Context: an optimization exercise on an open-source flow, tuned for small area. The choices shown serve that exercise and are no tape-out recipe. Where RTL was checked, it was by simulation tests only, not by an equivalence proof against the original. For run 2, only the layout was checked, not whether the RTL still works.

## flow/design.v (module list and top-level ports; edited modules follow where they fit)
// module cordic_rotation_top: 3944 lines
module cordic_rotation_top(
    input clk, input nreset, input enable,
    input signed [15:0] x_vec_in, input signed [15:0] y_vec_in,
    input [19:0] target_angle,
    output wire signed [15:0] x_vec_out, output wire signed [15:0] y_vec_out,
    output reg done);
  // ...
==> flow/run.sh <==
#!/bin/bash
# synth_recipe.tcl (not shown) runs the flow's synth.tcl, then flattens the netlist and writes it again
# the make line also repeats each setting of config.mk as NAME=value (left out here)
make -C /OpenROAD-flow-scripts/flow DESIGN_CONFIG=/design/flow/config.mk WORK_HOME=/design/flow/orfs CLKGATE_MAP_FILE= SYNTH_SCRIPT=/design/flow/synth_recipe.tcl finish
==> flow/config.mk <==
export PLATFORM = sky130hd
export DESIGN_NAME = cordic_rotation_top
export DESIGN_NICKNAME = cordic_rotation_top
export VERILOG_FILES = /design/flow/design.v
export SDC_FILE = /design/flow/constraint.sdc
export NUM_CORES = 4
export LEC_CHECK = 0
export ABC_AREA = 1
export CAP_MARGIN = 20
export CORE_MARGIN = 2
export CORE_UTILIZATION = 55
export CTS_CLUSTER_DIAMETER = 100
export CTS_CLUSTER_SIZE = 30
export GPL_TIMING_DRIVEN = 0
export PLACE_DENSITY = 0.75
export SLEW_MARGIN = 20
==> flow/constraint.sdc <==
create_clock -name core_clock -period 6.0 [get_ports {clk}]
set_input_delay 1.2000 -clock core_clock [delete_from_list [all_inputs] [get_ports {clk}]]
set_output_delay 1.2000 -clock core_clock [all_outputs]
set_load 0.01 [all_outputs]
==> metrics.cfg, run 1 <==
[status]
status=no timing/DRC/antenna violations

[die]
start_util_pct=55.8
die_y_um=241
dieWidth_um=241

[setup_path]
worst-path-buf-inv=3
crit_type=reg -> reg
worst_path_max_delay_cell=fa_1

[layout]
final-clk-cell-share_pct=1.86
nonClkBufAreaFrac_pct=3.77
final_cells=4820
final_util_pct=61.2

[timing]
hold_slack_ns=0.341
max_freq_mhz=176
worst_pin_slew_ns=0.867

[routing]
wl_met2_um=31200
viasPerCell=4.84

[placed_design]
placed_cell_area_um2=32600

[synthesis]
synth-simple-area-share_pct=21.9
yosysSeqAreaShare_pct=23.9
yosys.area.top_type_share_pct=23.9
synthAdderAreaFrac_pct=17.2

[grt]
grt_usage_pct=20.6

[min_path]
whs_path_depth=0

==> run 2, diff against run 1 <==
--- a/flow/design.v
+++ b/flow/design.v
@@ -1502,27 +1502,25 @@
     wire [12:0] y14_ta;
     wire [15:0] y14;
     reg [15:0] x14_p8;
     reg [15:0] y14_p8;
     reg [0:0] dd14_p8;
     wire [1:0] x15_op;
     wire [2:0] x15_la;
     wire [2:0] x15_lb;
-    wire [2:0] x15_lo_p;
     wire [3:0] x15_lo_c;
     wire [2:0] x15_lo;
     wire [13:0] x15_hi;
     wire [13:0] x15_u;
     wire [13:0] x15_ta;
     wire [15:0] x15;
     wire [1:0] y15_op;
     wire [2:0] y15_la;
     wire [2:0] y15_lb;
-    wire [2:0] y15_lo_p;
     wire [3:0] y15_lo_c;
     wire [2:0] y15_lo;
     wire [13:0] y15_hi;
     wire [13:0] y15_u;
     wire [13:0] y15_ta;
     wire [15:0] y15;
     wire [23:0] mxa;
     wire [23:0] mxb;
@@ -3619,24 +3617,22 @@
     assign y14_ta[10] = y14_ta[9] & y14_u[9];
     assign y14_ta[11] = y14_ta[10] & y14_u[10];
     assign y14_ta[12] = y14_ta[11] & y14_u[11];
     assign y14_hi = y13[15:3] ^ y14_ta;
     assign y14 = {y14_hi,y14_lo[2:0]};
     assign x15_op = y14_p8[15:14] ^ {2{~dd14_p8}};
     assign x15_la = {1'b0,x14_p8[1:0]};
     assign x15_lb = {1'b0,x15_op};
-    assign x15_lo_p = x15_la ^ x15_lb;
     assign x15_lo_c[0] = ~dd14_p8;
-    assign x15_lo_c[1] = x15_lo_p[0] ? x15_lo_c[0] : x15_la[0];
-    assign x15_lo[0] = x15_lo_p[0] ^ x15_lo_c[0];
-    assign x15_lo_c[2] = x15_lo_p[1] ? x15_lo_c[1] : x15_la[1];
-    assign x15_lo[1] = x15_lo_p[1] ^ x15_lo_c[1];
-    assign x15_lo_c[3] = x15_lo_p[2] ? x15_lo_c[2] : x15_la[2];
-    assign x15_lo[2] = x15_lo_p[2] ^ x15_lo_c[2];
+    genvar x15_lo_i;
+    for (x15_lo_i=0;x15_lo_i<3;x15_lo_i=x15_lo_i+1) begin : x15_lo_g
+        assign x15_lo[x15_lo_i] = x15_la[x15_lo_i] ^ x15_lb[x15_lo_i] ^ x15_lo_c[x15_lo_i];
+        assign x15_lo_c[x15_lo_i+1] = (x15_la[x15_lo_i] & x15_lb[x15_lo_i]) | (x15_la[x15_lo_i] & x15_lo_c[x15_lo_i]) | (x15_lb[x15_lo_i] & x15_lo_c[x15_lo_i]);
+    end
     assign x15_u = x14_p8[15:2] ^ {14{x15_op[1]}};
     assign x15_ta[0] = x15_op[1] ^ x15_lo[2];
     assign x15_ta[1] = x15_ta[0] & x15_u[0];
     assign x15_ta[2] = x15_ta[1] & x15_u[1];
     assign x15_ta[3] = x15_ta[2] & x15_u[2];
     assign x15_ta[4] = x15_ta[3] & x15_u[3];
     assign x15_ta[5] = x15_ta[4] & x15_u[4];
     assign x15_ta[6] = x15_ta[5] & x15_u[5];
@@ -3647,24 +3643,22 @@
     assign x15_ta[11] = x15_ta[10] & x15_u[10];
     assign x15_ta[12] = x15_ta[11] & x15_u[11];
     assign x15_ta[13] = x15_ta[12] & x15_u[12];
     assign x15_hi = x14_p8[15:2] ^ x15_ta;
     assign x15 = {x15_hi,x15_lo[1:0]};
     assign y15_op = x14_p8[15:14] ^ {2{dd14_p8}};
     assign y15_la = {1'b0,y14_p8[1:0]};
     assign y15_lb = {1'b0,y15_op};
-    assign y15_lo_p = y15_la ^ y15_lb;
     assign y15_lo_c[0] = dd14_p8;
-    assign y15_lo_c[1] = y15_lo_p[0] ? y15_lo_c[0] : y15_la[0];
-    assign y15_lo[0] = y15_lo_p[0] ^ y15_lo_c[0];
-    assign y15_lo_c[2] = y15_lo_p[1] ? y15_lo_c[1] : y15_la[1];
-    assign y15_lo[1] = y15_lo_p[1] ^ y15_lo_c[1];
-    assign y15_lo_c[3] = y15_lo_p[2] ? y15_lo_c[2] : y15_la[2];
-    assign y15_lo[2] = y15_lo_p[2] ^ y15_lo_c[2];
+    genvar y15_lo_i;
+    for (y15_lo_i=0;y15_lo_i<3;y15_lo_i=y15_lo_i+1) begin : y15_lo_g
+        assign y15_lo[y15_lo_i] = y15_la[y15_lo_i] ^ y15_lb[y15_lo_i] ^ y15_lo_c[y15_lo_i];
+        assign y15_lo_c[y15_lo_i+1] = (y15_la[y15_lo_i] & y15_lb[y15_lo_i]) | (y15_la[y15_lo_i] & y15_lo_c[y15_lo_i]) | (y15_lb[y15_lo_i] & y15_lo_c[y15_lo_i]);
+    end
     assign y15_u = y14_p8[15:2] ^ {14{y15_op[1]}};
     assign y15_ta[0] = y15_op[1] ^ y15_lo[2];
     assign y15_ta[1] = y15_ta[0] & y15_u[0];
     assign y15_ta[2] = y15_ta[1] & y15_u[1];
     assign y15_ta[3] = y15_ta[2] & y15_u[2];
     assign y15_ta[4] = y15_ta[3] & y15_u[3];
     assign y15_ta[5] = y15_ta[4] & y15_u[4];
     assign y15_ta[6] = y15_ta[5] & y15_u[5];
==> run 2 against run 1 <==
Net effect:
- sequential share of layout area hardly changed
- first-iteration DRC count is 29% higher
- highest routed layer unchanged
==> metrics.cfg, run 2 <==
[clocking]
htree_levels=1  ; unchanged
cts-root-buf=clkbuf_16  ; unchanged
cts.reportedPaths.clkPinSlew_ns=0.11  ; about the same
cts_tree=built  ; unchanged
cts_buffer_depth=3  ; unchanged
clkSinkCount=367  ; unchanged
insertion_delay_ns=0.57  ; was 0.55 ns
cts_buffers=20  ; was 18

[routing]
first_pass_iters=5  ; unchanged
drtAntennaViolNets=0  ; unchanged
drtIter0Drc=906  ; was 701
drc=0  ; unchanged
wl_per_cell_um=12.4  ; was 12.2 µm
routed_wl_um=59800  ; was 58,600 µm
viasPerCell=4.92  ; was 4.84
vias=23600  ; was 23.3k

[timing]
finClkSkew_ns=0.0336  ; was 0.0189 ns
fin_ws_ns=0.328  ; about the same
slew-limit-headroom_pct=38.5  ; was 42.0%
finalHoldViolCount=0  ; unchanged
max_freq_mhz=176  ; about the same
period_needed_ns=5.67  ; about the same
setup_tns_ns=0  ; unchanged
slew_violations=0  ; unchanged
setup_viol=0  ; unchanged
fin_crit_sh_pct=94.5  ; about the same
worst_pin_slew_ns=0.923  ; was 0.867 ns

[job]
cap_violations=0  ; unchanged

[setup_path]
crit_type=in -> reg  ; was reg -> reg
crit_top_cell=ha_1  ; was nand2_1
worst-path-buf-inv=6  ; was 3
cp-end-kind=flop  ; unchanged
crit_family=adder cells  ; unchanged
start_kind=primary input  ; was flop
cp.required_ns=6.40  ; was 6.44 ns
arrival_ns=6.07  ; was 6.11 ns
crit_fanout=11  ; was 10
max_stage_delay_ns=0.49  ; was 0.44 ns
worst_path_max_delay_cell=clkdlybuf4s50_1  ; was fa_1

[grt]
grt_antenna_before_repair=0  ; unchanged
grt_pass1_vias=22600  ; was 22.5k
grt_max_degree=31  ; unchanged
grt_pass1_wl_um=101000  ; was 100,000 µm
grt_usage_pct=20.8  ; was 20.6%
overflow=0  ; unchanged

[synthesis]
synth_common_cells=nand2_1, inv_1, xor2_1, dfxtp_1, nand3_1  ; was nand2_1, xor2_1, inv_1, dfxtp_1, ha_1
syn_area_um2=30600  ; was 30,800 µm²
synth_warnings=1  ; unchanged
synth_largest_area_cell=dfxtp_1  ; unchanged
yosys.area.top_type_share_pct=24.0  ; was 23.9%
synth_nets=4335  ; was 4,357
yosysSeqAreaShare_pct=24.0  ; was 23.9%
synth_cell_types=72  ; was 68
yosysMostFrequentCell=nand2_1  ; unchanged
synthFlopType=dfxtp_1  ; unchanged
ys_ff_latch=367  ; unchanged
syn_area_per_cell_um2=7.83  ; was 7.81 µm²
synthArstFlopShare_pct=0  ; unchanged
synth_edf_count=0  ; unchanged
synth.area.top_cells=dfxtp_1, xor2_1, ha_1  ; unchanged
syn_inst=3916  ; was 3,940

[layout]
fin_nets=4460  ; was 4,479
diodes=0  ; unchanged
final_util_pct=61.5  ; was 61.2%
syn_to_final_growth_pct=10.6  ; was 9.79%
drive_gt1_share_pct=10.3  ; was 10.5%
final_cell_area_um2=33900  ; was 33,800 µm²
mostFrequentLayoutCells=nand2_1, inv_1, xor2_1, dfxtp_1, ha_1  ; was nand2_1, xor2_1, inv_1, dfxtp_1, ha_1
fill_cells=4848  ; was 4,812
final_common_cell=nand2_1  ; unchanged

[die]
start_util_pct=55.6  ; was 55.8%
ios=88  ; unchanged
num_rows=86  ; unchanged
die-area_um2=57600  ; was 57,900 µm²
coreArea_um2=55100  ; was 55,200 µm²
die_y_um=240  ; was 241 µm
dieWidth_um=240  ; was 241 µm

[placed_design]
port_buffers=86  ; unchanged
placed_cell_area_um2=32400  ; was 32,600 µm²
dp.final_hpwl_um=49100  ; was 49,200 µm
pre_cts_ws_ns=-1.27  ; was -1.48 ns
place_congestion=0.871  ; was 0.894

[min_path]
hp-class=reg -> reg  ; unchanged

[status]
status=no timing/DRC/antenna violations  ; unchanged

-- run 2: cells by family (layout without fill, tap and decap cells) --
| group | after synthesis | count (layout) | synth area share, % |
|---|---|---|---|
| AND/OR/NAND/NOR | 1450 | 1450 | 21.6 |
| adder cells (fa/ha/maj) | 369 | 369 | 17.5 |
| flip-flops | 367 | 367 | 24.0 |
| buffers and inverters | 618 | 756 | 7.85 |
| XOR/XNOR | 782 | 782 | 22.7 |
| AO/OA/AOI/OAI | 323 | 323 | 6.12 |
| multiplexers | 7 | 7 | 0.257 |
-- run 2: worst paths after layout --
kind | start | end | slack, ns | depth (start not counted)
worst max register to register | dd6_p4 | y8_p5[15] | 0.34 | 33
worst min register to register | q8_p4[1] | q10_p5[1] | 0.35 | 0
worst max-delay path | target_angle[17] | yn_p1[15] | 0.33 | 28
worst min-delay path | q8_p4[1] | q10_p5[1] | 0.35 | 0
-- run 2: through the flow --
stage / std cells / hold WS (ns)
after floorplan: 3916 / 0.310
after global placement: 4750 / 0.312
after detailed placement: 4750 / 0.312
after CTS: 4787 / 0.339
after global routing: 4802 / 0.348
final: 4802 / 0.350
-- run 2: metal layers --
| metal | GRT usage [%] | part of all wire, % | routed length (µm) |
|---|---|---|---|
| met5 | 0 | 0 | 0 |
| met4 | 6.02 | 2.7 | 1600 |
| met3 | 2.06 | 2.4 | 1430 |
| met2 | 40.5 | 53 | 31400 |
| met1 | 23.7 | 42 | 25400 |
-- run 2: worst reg2reg max path, delay by kind of cell (launching register included) --
kind                     cells  cell delay, ns
AND/OR/NAND/NOR             14            1.43
adder cells (fa/ha/maj)      3            1.22
AO/OA/AOI/OAI                7            1.11
XOR/XNOR                     4            0.75
buffers and inverters        4            0.46
flip-flops                   1            0.41
multiplexers                 1            0.12
-- run 2: cell type report --
type,instances,area [µm²],area share [%]
plain buffers,41,298,0.879
clock buffers,23,543,1.60
clock inverters,12,219,0.646
inverters,575,2170,6.39
multi-input cells,2931,21400,63.0
flip-flops and latches,367,7370,21.7
well taps,748,936,2.76
repair buffers,105,1010,2.97
-- run 2: what timing repair did --
| item | in CTS | in global routing |
|---|---|---|
| setup endpoints to repair | 42 | 39 |
| resized for setup | 37 | 116 |
| setup buffers | 4 | 15 |
| hold buffers | 0 | 0 |
| pin swaps | 1 | 20 |

[port drivers added, routing unchanged]
Ports are ideal in the flow. The routed layouts listed here were re-timed in OpenROAD. Step 1 (the two cells are an assumption about what drives the block):
set clk [get_ports {clk}]
set_driving_cell -lib_cell sky130_fd_sc_hd__clkbuf_16 $clk
set_driving_cell -lib_cell sky130_fd_sc_hd__buf_2 [delete_from_list [all_inputs] $clk]
Step 2 also shifts input and output timing later by t, the mid clock arrival at the registers, as if the neighbouring blocks saw the same clock. Slacks: ideal ports / drivers / drivers and shift; pairs: ideal ports / drivers.
| run | t, ns | slack for setup (ns) | latest minus earliest clock arrival (ns) | worst data-port slew with drivers (ns) | pins driven straight from the clock port |
|---|---|---|---|---|---|
| run 1 | 0.604 | 0.328 / 0.328 / -0.209 | 0.023 / 0.024 | 0.07 | 1 |
| run 2 | 0.609 | 0.328 / 0.340 / -0.250 | 0.033 / 0.033 | 0.06 | 1 |
With both steps, setup timing fails in run 1 and run 2, where it was met with ideal ports. The setup slack of run 2, which loses most, moves by +0.012 ns with the drivers and by -0.578 ns with both steps.
